Source: an optimization exercise on an open RTL-to-GDS flow (aim: small area and a short achievable clock period). Production flows keep margins and buffers that such runs may drop.
In this exercise RTL edits were held to simulation tests only and were not proved equivalent to the original.

Design sqrt_16s, start of the top module:
module sqrt_16s (
    input         clk,
    input  [15:0] data_i,
    input         vld_i,
    output [15:0] data_o,
    output        vld_o
);
    function [6:0] tbl3;
        input [5:0] v;
        case (v)
            6'd0: tbl3 = {3'd0, 4'd0};
            6'd1: tbl3 = {3'd1, 4'd0};
            6'd2: tbl3 = {3'd1, 4'd1};
            6'd3: tbl3 = {3'd1, 4'd2};
            6'd4: tbl3 = {3'd2, 4'd0};
            6'd5: tbl3 = {3'd2, 4'd1};
            6'd6: tbl3 = {3'd2, 4'd2};
            6'd7: tbl3 = {3'd2, 4'd3};
            6'd8: tbl3 = {3'd2, 4'd4};
            6'd9: tbl3 = {3'd3, 4'd0};
            6'd10: tbl3 = {3'd3, 4'd1};
            6'd11: tbl3 = {3'd3, 4'd2};
            6'd12: tbl3 = {3'd3, 4'd3};
            6'd13: tbl3 = {3'd3, 4'd4};
            6'd14: tbl3 = {3'd3, 4'd5};
            6'd15: tbl3 = {3'd3, 4'd6};
            6'd16: tbl3 = {3'd4, 4'd0};
            6'd17: tbl3 = {3'd4, 4'd1};
            6'd18: tbl3 = {3'd4, 4'd2};
            6'd19: tbl3 = {3'd4, 4'd3};
            6'd20: tbl3 = {3'd4, 4'd4};
            6'd21: tbl3 = {3'd4, 4'd5};
            6'd22: tbl3 = {3'd4, 4'd6};
            6'd23: tbl3 = {3'd4, 4'd7};
            6'd24: tbl3 = {3'd4, 4'd8};
            6'd25: tbl3 = {3'd5, 4'd0};
            6'd26: tbl3 = {3'd5, 4'd1};
            6'd27: tbl3 = {3'd5, 4'd2};
            6'd28: tbl3 = {3'd5, 4'd3};
            6'd29: tbl3 = {3'd5, 4'd4};
            6'd30: tbl3 = {3'd5, 4'd5};
            6'd31: tbl3 = {3'd5, 4'd6};
            6'd32: tbl3 = {3'd5, 4'd7};
  ...
export LEC_CHECK = 0
export ABC_AREA = 1
export CAP_MARGIN = 20
export CORE_MARGIN = 2
export CORE_UTILIZATION = 40
export GPL_TIMING_DRIVEN = 0
export SETUP_SLACK_MARGIN = 1.1
export SLEW_MARGIN = 20
create_clock -name core_clock -period 3.0 [get_ports {clk}]
standard.sh (not shown) runs the stock make flow with config.mk's settings and CLKGATE_MAP_FILE= SYNTH_SCRIPT=/design/flow/synth_recipe.tcl, a recipe that flattens the netlist after the stock synthesis.
==> flow/flow/run.sh <==
#!/bin/bash
# The standard layout (the standard.sh: ORFS synthesis to final), with buf_2
# cells as the port buffers and a clock tree of clkbuf_8 without dummy loads.
bash standard.sh \
  "BUFFER_PORTS_ARGS=-buffer_cell sky130_fd_sc_hd__buf_2" \
  "CTS_ARGS=-sink_clustering_enable -repair_clock_nets -dont_use_dummy_load -buf_list sky130_fd_sc_hd__clkbuf_8 -sink_clustering_size 14 -sink_clustering_max_diameter 50" \
  finish > standard.log 2>&1
Change:
- GPL_TIMING_DRIVEN: 0 -> unset
- SETUP_SLACK_MARGIN: 1.1 -> 1.05
Effect: Die area stays the same; wire length is higher by 0.41%; synthesized cell count stays the same; non-clock buffer count is lower by 20; utilization is lower by 0.87 points; worst setup slack got worse by 0.013 ns; first-iteration DRC count is higher by 3.6%; count of clock-buffer cells in the layout is lower by 1; worst hold slack improved by 0.0033 ns; cell count is lower by 1.1%; via count is lower by 1.8%.
Change:
- SETUP_SLACK_MARGIN: 1.05 -> 1.15
Outcome: The new run went through all stages and came out clean; die area stays the same; final cell count goes up slightly; setup slack improves by 0.044 ns.
Change:
- PLACE_DENSITY: unset -> 0.4
- SETUP_SLACK_MARGIN: 1.15 -> 1.1
What happened: Clock skew grows by 0.013 ns; wire length grows by a little under a tenth; cell area shrinks slightly; worst hold slack is better by 0.041 ns; setup slack is worse by 0.033 ns; first-iteration DRC count grows by a little under a tenth; die area does not change; via count shrinks slightly.

sqrt_16s again, from the RTL that the note above started with.
export LEC_CHECK = 0
export ABC_AREA = 1
export CAP_MARGIN = 20
export CORE_MARGIN = 2
export CORE_UTILIZATION = 40
export GPL_ROUTABILITY_DRIVEN = 0
export SETUP_SLACK_MARGIN = 1.1
export SLEW_MARGIN = 20
create_clock -name core_clock -period 3.0 [get_ports {clk}]
Scripts as last shown in full above: flow/flow/run.sh
Edit:
- CORE_UTILIZATION: 40 -> 50
- GPL_ROUTABILITY_DRIVEN: 0 -> unset
Outcome: The changed run ran to the end with no violations; sequential share of layout area increases by 0.43 points; clock skew stays flat; worst hold slack got worse by 27 ps; first-iteration DRC count decreases by 5.7%; worst setup slack got worse by 51 ps.
Edit:
==> flow/flow/run.sh (replaced) <==
#!/bin/bash
# The standard layout (standard.sh: ORFS from synthesis to the final layout) with:
#  - ADDER_MAP_FILE empty: Yosys does not extract full/half-adder cells, so ABC maps
#    all the logic itself (the registers are the same as in the standard synthesis);
#  - buf_2 cells as the input and output port buffers;
#  - a clock tree of clkbuf_8 cells without dummy loads.
# Everything ORFS prints goes to standard.log in this folder; each step's own log stays
# under orfs/logs/.
bash standard.sh \
  "ADDER_MAP_FILE=" \
  "BUFFER_PORTS_ARGS=-buffer_cell sky130_fd_sc_hd__buf_2" \
  "CTS_ARGS=-sink_clustering_enable -repair_clock_nets -dont_use_dummy_load -buf_list sky130_fd_sc_hd__clkbuf_8 -sink_clustering_size 14 -sink_clustering_max_diameter 50" \
  finish > standard.log 2>&1
- CORE_UTILIZATION: 50 -> 40
- SETUP_SLACK_MARGIN: 1.1 -> 1.25
The changed run ran to the end with no violations.
Clock skew fell by 36 ps.
Register-to-register slack is better by 99 ps.
Hold slack is better by 24 ps.
Flip-flop and latch count is unchanged.
Clock-buffer cell count fell by 2.
Core utilization fell by 9.0 points.
Critical path depth stays the same.
Area after synthesis fell by about 0.8%.
Routed wire length rose by about 8%.
Via count rose by 1.9%.
Edit:
==> flow/flow/run.sh (replaced) <==
#!/bin/bash
# The standard layout, with buf_2 port buffers and a clock tree without dummy loads.
bash standard.sh \
  "BUFFER_PORTS_ARGS=-buffer_cell sky130_fd_sc_hd__buf_2" \
  "CTS_ARGS=-sink_clustering_enable -repair_clock_nets -dont_use_dummy_load -buf_list sky130_fd_sc_hd__clkbuf_8 -sink_clustering_size 14 -sink_clustering_max_diameter 50" \
  finish > standard.log 2>&1
- SETUP_SLACK_MARGIN: 1.25 -> 1.1
What happened: Final area drops by 2.3%. Sequential share of layout area climbs by 0.77 points. Non-clock buffer count drops by 23.
Edit:
==> flow/flow/run.sh (replaced) <==
#!/bin/bash
# The standard layout (standard.sh: ORFS from synthesis to the final layout) with:
#  - ADDER_MAP_FILE empty: Yosys does not extract full/half-adder cells, so ABC maps
#    all the logic itself (the registers are the same as in the standard synthesis);
#  - buf_2 cells as the input and output port buffers;
#  - a clock tree of clkbuf_8 cells without dummy loads.
# Everything ORFS prints goes to standard.log in this folder; each step's own log stays
# under orfs/logs/.
bash standard.sh \
  "ADDER_MAP_FILE=" "SETUP_MOVE_SEQUENCE=unbuffer,sizeup,swap" \
  "BUFFER_PORTS_ARGS=-buffer_cell sky130_fd_sc_hd__buf_2" \
  "CTS_ARGS=-sink_clustering_enable -repair_clock_nets -dont_use_dummy_load -buf_list sky130_fd_sc_hd__clkbuf_8 -sink_clustering_size 14 -sink_clustering_max_diameter 50" \
  finish > standard.log 2>&1
- SETUP_SLACK_MARGIN: 1.1 -> 1.3
Die area drops slightly.
Core utilization climbs by 1.6 points.
Sequential share of layout area drops by 0.87 points.

[port drivers added, routing unchanged]
The flow's constraints put no driver on any port. The routed layouts listed below were extracted and timed again, unchanged, in two steps.
Step 1: set_driving_cell puts a clkbuf_16 on clk and a buf_2 on each other input, an assumption about the parent block.
Step 2 times the ports against the registers' clock, not the clock port: input delays grow and output delays shrink by t, the midpoint of the rising clock arrivals with the driver on.
a / b / c = ideal / step 1 / step 2; a / b = the first two.
| run | shift t [ns] | slack for setup (ns) | worst setup path at the end | worst data-port slew with drivers (ns) | pins driven straight from the clock port |
|---|---|---|---|---|---|
| the first run of note 1 | 0.591 | 1.225 / 1.225 / 0.677 | input to register | 0.03 | 1 |
| the second run of note 1 | 0.587 | 1.212 / 1.212 / 0.657 | input to register | 0.03 | 1 |
| the third run of note 1 | 0.583 | 1.256 / 1.256 / 0.690 | input to register | 0.03 | 1 |
| the fourth run of note 1 | 0.546 | 1.224 / 1.229 / 0.703 | input to register | 0.03 | 1 |
| the first run of note 2 | 0.590 | 1.241 / 1.241 / 0.681 | input to register | 0.03 | 1 |
| the second run of note 2 | 0.580 | 1.191 / 1.191 / 0.649 | input to register | 0.04 | 1 |
| the third run of note 2 | 0.591 | 1.290 / 1.290 / 0.934 | input to register | 0.03 | 1 |
| the fourth run of note 2 | 0.590 | 1.241 / 1.241 / 0.681 | input to register | 0.03 | 1 |
| the fifth run of note 2 | 0.585 | 1.255 / 1.255 / 0.969 | input to register | 0.03 | 1 |
After both steps setup and hold are still met in every run listed. The setup slack of the third run of note 1, which loses most, moves by 0.000 ns with the drivers and by -0.566 ns with both steps.
